Context: an optimization exercise on an open-source flow, tuned for small area, a short achievable clock period and few clock cycles per item. The choices shown serve that exercise and are no tape-out recipe. The RTL was checked by simulation tests, not by an equivalence proof against the original design. The flow treats the clock pin as an ideal source. Dropping or thinning the clock tree relies on that and would not hold on a real chip. Power is estimated from default activity; no workload was simulated.

==> flow/design.v (excerpt) <==
module mdc (clk, rst_n, start, A, B, out, done);
input clk, rst_n, start;
input [7:0] A, B;
output [7:0] out;
output done;
reg       busy;
reg [6:0] ah, bh;    
reg [2:0] k;
function [2:0] ctz8;
    input [7:0] v;
    begin
        casez (v)
            8'b???????1: ctz8 = 3'd0;
            8'b??????10: ctz8 = 3'd1;
            8'b?????100: ctz8 = 3'd2;
            8'b????1000: ctz8 = 3'd3;
            8'b???10000: ctz8 = 3'd4;
            8'b??100000: ctz8 = 3'd5;
            8'b?1000000: ctz8 = 3'd6;
            default:     ctz8 = 3'd7;
        endcase
    end
endfunction
function [6:0] oddh8;
    input [7:0] v;
    begin
        casez (v)
            8'b???????1: oddh8 = v[7:1];
            8'b??????10: oddh8 = {1'b0, v[7:2]};
            8'b?????100: oddh8 = {2'b0, v[7:3]};
            8'b????1000: oddh8 = {3'b0, v[7:4]};
            8'b???10000: oddh8 = {4'b0, v[7:5]};
            8'b??100000: oddh8 = {5'b0, v[7:6]};
            8'b?1000000: oddh8 = {6'b0, v[7]};
            default:     oddh8 = 7'd0;
        endcase
    end
endfunction
wire [7:0] d  = {1'b0, ah} - {1'b0, bh};
wire       lt = d[7];
wire [6:0] m  = d[7:1] ^ {7{lt}};
reg  [6:0] vh;
always @* begin
    casez (ah ^ bh)
        7'b??????1: vh = m;
        7'b?????10: vh = {1'b0, m[6:1]};
        7'b????100: vh = {2'b0, m[6:2]};
        7'b???1000: vh = {3'b0, m[6:3]};
        7'b??10000: vh = {4'b0, m[6:4]};
        7'b?100000: vh = {5'b0, m[6:5]};
        default:    vh = {6'b0, m[6]};
  ...
Size: roughly 18 flip-flops, about 28 I/O pins, about 1700 um2 of cells after synthesis.
clock: 4.0 ns
lec_check: 0
cap_margin: 20
core_margin: 2
core_utilization: 40
cts_buf_list: sky130_fd_sc_hd__clkbuf_4
setup_slack_margin: 1.4
slew_margin: 20
tns_end_percent: 0
standard.sh (not shown) runs the stock make flow with config.mk's settings and CLKGATE_MAP_FILE= SYNTH_SCRIPT=/design/flow/synth_recipe.tcl, a recipe that flattens the netlist after the stock synthesis.
==> flow/flow/run.sh <==
#!/bin/bash
# The standard layout (standard.sh) with two changes:
#  - the port buffers are plain buf_1 cells;
#  - synthesis maps the logic with the ABC script in flow/abc.script instead of
#    ORFS's speed script. Everything else in synthesis (synth_recipe.tcl) is kept.
# Each tool's output goes to the ORFS logs; make's own output goes to standard.log.
set -euo pipefail
W=$(pwd)
export BUFFER_PORTS_ARGS="-buffer_cell sky130_fd_sc_hd__buf_1"
export SETUP_MOVE_SEQUENCE=sizeup,swap
export SKIP_GATE_CLONING=1
export SKIP_LAST_GASP=1
export MY_ABC_SCRIPT="$W/flow/abc.script"
{ sed -n 1p synth_recipe.tcl; cat flow/abc_override.tcl; sed -n '2,$p' synth_recipe.tcl; } > synth_own.tcl
sed "s#SYNTH_SCRIPT=[^ ]*#SYNTH_SCRIPT=$W/synth_own.tcl#" standard.sh > standard_own.sh
bash standard_own.sh > standard.log 2>&1
==> flow/flow/abc.script <==
strash
&get -n
&dch -f
&nf -R 1000
&put
strash
&get -n
&dch -f
&nf -R 1000
&put
topo
stime -c
==> flow/flow/abc_override.tcl <==
# Run ABC with the script in MY_ABC_SCRIPT in place of the one ORFS chose.
proc abc {args} {
  set i [lsearch -exact $args -script]
  if { $i >= 0 } {
    set args [lreplace $args [expr {$i + 1}] [expr {$i + 1}] $::env(MY_ABC_SCRIPT)]
  }
  yosys abc {*}$args
}
Testbench counts at the start, summed over its fixed seeds: cycles 9,100, items 2,400.
Change:
--- a/flow/flow/abc.script
+++ b/flow/flow/abc.script
@@ -10,0 +11,6 @@
+strash
+&get -n
+&dch -f
+&nf -R 1000
+&put
+mfs3 -a
Settings changed: SETUP_SLACK_MARGIN 1.4 to 1.5.
Outcome: Routed wire length went up by 3.5%. Clock-buffer cell count is unchanged. Worst setup slack improved by 32 ps. Sequential power barely changes. Design area drops by 0.56%.
Change:
--- a/flow/flow/run.sh
+++ b/flow/flow/run.sh
@@ -12,0 +13,2 @@
+export ONE_CLKBUF=sky130_fd_sc_hd__clkbuf_8
+export PRE_CTS_TCL="$W/flow/pre_cts.tcl"
==> flow/flow/pre_cts.tcl (new file) <==
# A one-buffer clock tree. The design has a few dozen flip-flops, so one
# clock buffer, placed at their centre, drives all of their clock pins; the
# clock port drives only that buffer. Replaces clock_tree_synthesis, which
# builds a two-level H-tree here.
proc clock_tree_synthesis { args } {
  set block [ord::get_db_block]
  set port_net [[$block findBTerm clk] getNet]
  set master [[ord::get_db] findMaster $::env(ONE_CLKBUF)]
  set buf [odb::dbInst_create $block $master clkbuf_root]
  set net [odb::dbNet_create $block clknet_root]
  $port_net setSigType CLOCK
  $net setSigType CLOCK
  set n 0
  set sx 0
  set sy 0
  foreach it [$port_net getITerms] {
    set inst [$it getInst]
    set bb [$inst getBBox]
    set sx [expr {$sx + ([$bb xMin] + [$bb xMax]) / 2}]
    set sy [expr {$sy + ([$bb yMin] + [$bb yMax]) / 2}]
    incr n
    $it disconnect
    $it connect $net
  }
  [$buf findITerm A] connect $port_net
  [$buf findITerm X] connect $net
  $buf setLocation [expr {$sx / $n}] [expr {$sy / $n}]
  $buf setPlacementStatus PLACED
  puts "one-buffer clock tree: $::env(ONE_CLKBUF) drives $n clock pins"
  set_propagated_clock [all_clocks]
}
Power rises by roughly a tenth.
Routed wire length grows by a few percent.
Critical path depth stays the same.
Sequential power stays flat.
Cell area climbs by a few percent.
Setup slack gets better by 84 ps.
Die area does not change.
Flip-flop and latch count is unchanged.
Via count grows slightly.
Hold slack improved by 120 ps.
Sequential share of layout area went down by 0.98 points.
In the third run of this note the design's own scripts or RTL, not TritonCTS, make the clock network.

========
== v10 ==
Another version of the RTL of mdc (not shown whole).
Size: ~220 cells after synthesis, ~0.0017 sq mm of cells after synthesis.
export LEC_CHECK = 0
export CAP_MARGIN = 20
export CORE_MARGIN = 2
export CORE_UTILIZATION = 40
export CTS_BUF_LIST = sky130_fd_sc_hd__clkbuf_4
export SETUP_SLACK_MARGIN = 1.3
export SLEW_MARGIN = 20
export TNS_END_PERCENT = 0
create_clock -name core_clock -period 4.0 [get_ports {clk}]
==> flow/flow/run.sh <==
#!/bin/bash
# The standard layout (standard.sh) with two changes:
#  - the port buffers are plain buf_1 cells;
#  - synthesis maps the logic with the ABC script in flow/abc.script instead of
#    ORFS's speed script. Everything else in synthesis (synth_recipe.tcl) is kept.
# Each tool's output goes to the ORFS logs; make's own output goes to standard.log.
set -euo pipefail
W=$(pwd)
export BUFFER_PORTS_ARGS="-buffer_cell sky130_fd_sc_hd__buf_1"
export SETUP_MOVE_SEQUENCE=sizeup,swap
export SKIP_GATE_CLONING=1
export SKIP_LAST_GASP=1
export MY_ABC_SCRIPT="$W/flow/abc.script"
{ sed -n 1p synth_recipe.tcl; cat flow/abc_override.tcl; sed -n '2,$p' synth_recipe.tcl; } > synth_own.tcl
sed "s#SYNTH_SCRIPT=[^ ]*#SYNTH_SCRIPT=$W/synth_own.tcl#" standard.sh > standard_own.sh
bash standard_own.sh > standard.log 2>&1
==> flow/flow/abc.script <==
strash
&get -n
&dch -f
&nf -R 1000
&put
strash
&get -n
&dch -f
&nf -R 1000
&put
strash
&get -n
&dch -f
&nf -R 1000
&put
topo
stime -c
Scripts as last shown in full above: flow/flow/abc_override.tcl
Testbench counts of v10, summed over its fixed seeds: cycles 9,100, items 2,400.
The inputs of v37 differ from those of v10 as listed below.
Settings: CORE_UTILIZATION now 80, was 40; PLACE_DENSITY now 0.9, previously not set; SETUP_SLACK_MARGIN no longer set, was 1.3; TNS_END_PERCENT no longer set, was 0.
--- a/flow/flow/run.sh
+++ b/flow/flow/run.sh
@@ -10,3 +9,0 @@
-export SETUP_MOVE_SEQUENCE=sizeup,swap
-export SKIP_GATE_CLONING=1
-export SKIP_LAST_GASP=1
v10 | status: complete | timing, DRC, antenna: pass. What ended v37 was a tool error in global placement without I/O (3_1_place_gp_skip_io); the run never finished. Delta (v37 minus v10): die extent in x now smaller, starting density of the core saw an increase, number of instances in the synthesized netlist roughly the same, number of synthesized flops with an enable pin held, die span in y lost 19 um. From v10 to v37 the numbers moved as follows: count of distinct cell types in the synthesized netlist has remained practically unchanged; number of standard-cell rows in the floorplan went down by 7.
Modified inputs, v18 compared to v37
Settings: changing CORE_UTILIZATION from 80 to 40; removing PLACE_DENSITY (formerly 0.9).
==> flow/flow/abc.script <==
strash
dch
map -a
topo
stime -c
Findings:
- v18 finished every stage and its layout cleared the timing, DRC and antenna checks.
- Xor and xnor area share after synthesis down 1.7 points in v18 wrt v37
- Looking only at area fraction in compound gates after synthesis, and setting everything else aside, the higher value of v18 and v37 goes to v37.
- On row count: v18 sits above v37.
- Re share of flip-flops with an asynchronous set or reset after synthesis: no difference whatsoever between v18 and v37.
- Basic-gate share of the synthesized area counting and, or, nand and nor cells essentially unchanged between v18 and v37.
- Cmp v18 and v37 / number of library cell types mapped by synthesis / lower: v18
- Changes observed in v18 relative to v37: gate count of the mapped netlist rose by 70, part of the Yosys area used for sequential elements fell by 1.9 points, post-synthesis share of cell area spent on full adders, half adders and majority gates fell by 0.45 points.
- Between v18 and v37, it is v18 whose post-synthesis instance area is higher, by about 8%.
- v18 ended up with a higher horizontal die dimension than v37 did.
For v34, these inputs were changed with respect to v18:
Settings: SETUP_SLACK_MARGIN now 1.3, previously not set.
--- a/flow/flow/run.sh
+++ b/flow/flow/run.sh
@@ -9,0 +10,3 @@
+export SETUP_MOVE_SEQUENCE=sizeup,swap
+export SKIP_GATE_CLONING=1
+export SKIP_LAST_GASP=1
==> flow/flow/abc.script <==
strash
&get -n
&dch -f
&nf -R 1000
&put
strash
&get -n
&dch -f
&nf -R 1000
&put
strash
&get -n
&dch -f
&nf -R 1000
&put
topo
stime -c
==> comparison <==
v34 against v18; clock group total power is down slightly. Sequential power share is higher on v18. Lower sequential share of layout area among v18 and v34: v34. sky130_fd_sc_hd__nand4_1 as the worst-path cell with the longest stage delay was reported by v18, and sky130_fd_sc_hd__edfxtp_1 by v34.
Edits applied to the flow inputs when going from v34 to v23:
Settings: a change of SETUP_SLACK_MARGIN from 1.3 to 1.5; a change of CTS_BUF_LIST from sky130_fd_sc_hd__clkbuf_4 to sky130_fd_sc_hd__clkbuf_16.
==> flow/flow/run.sh <==
#!/bin/bash
# Standard layout, with plain buf_1 cells as the port buffers.
set -euo pipefail
export BUFFER_PORTS_ARGS="-buffer_cell sky130_fd_sc_hd__buf_1"
bash standard.sh > standard.log 2>&1
removed: flow/flow/abc.script
removed: flow/flow/abc_override.tcl
[summary]
v34 ended up with bh[0]$_DFF_P_ as its capture point of the worst path; v23 ended up with out[7]. Instance count on the critical path (lower): v23. Per the comparison of v23 with v34, overall via count from detail_route shows an increase of 392; simple-gate share of the synthesized area fell 1.1 points; die area saw an increase; vertical extent of the die picked up an extra about 10%. Between v34 and v23, cell area increased.
Modified inputs, v45 compared to v23
Settings: SETUP_SLACK_MARGIN no longer set, was 1.5.
--- outcome ---
Clock share of power came out higher on v45 than on v23.
v45 -> v23: placed wire-length estimate delta 0, exact match
Of v45 and v23, v23 shows the higher met2 wirelength from detailed routing, with v45 below it.
The largest clock skew in the final design on v45 is in line with that on v23.
In v45 relative to v23, wire length of the first global-routing pass had gone down by a few percent.
Wire length (v45 over v23): decrease, 1000 um
Taking v23 as the reference, in v45 sequential share of layout area now larger, critical path depth now larger, worst setup slack now smaller, total power now smaller.

port drivers added, routing unchanged:
In the flow no input, the clock included, has a driving cell. The finished layouts below were timed again as built, in two steps.
Step 1 (the two cells are an assumption about what drives the block):
set clk [get_ports {clk}]
set_driving_cell -lib_cell sky130_fd_sc_hd__clkbuf_16 $clk
set_driving_cell -lib_cell sky130_fd_sc_hd__buf_2 [delete_from_list [all_inputs] $clk]
Step 2 adds t to the input delays and takes it off the output delays; t is the mean of the earliest and latest rising clock arrival at the registers after step 1. Input paths then give back, and output paths get back, about the clock's delay inside the block.
a / b / c = ideal / step 1 / step 2; a / b = the first two.
run | t, ns | setup WS [ns] | clock arrival spread, ns
the first run of note 1 | 0.305 | 1.375 / 1.371 / 1.144 | 0.012 / 0.012
the second run of note 1 | 0.311 | 1.407 / 1.386 / 1.264 | 0.005 / 0.005
the third run of note 1 | 0.187 | 1.491 / 1.465 / 1.441 | 0.002 / 0.002
v10 | 0.320 | 1.229 / 1.229 / 1.229 | 0.003 / 0.003
v18 | 0.321 | 0.951 / 0.928 / 1.157 | 0.006 / 0.006
v34 | 0.321 | 1.340 / 1.319 / 1.340 | 0.001 / 0.000
v23 | 0.272 | 1.473 / 1.446 / 1.417 | 0.001 / 0.001
v45 | 0.270 | 1.123 / 1.123 / 1.123 | 0.002 / 0.002
After both steps setup and hold are still met in every run listed. For the first run of note 1, which loses most, drivers alone change the setup slack by -0.004 ns; drivers and shift together by -0.231 ns.
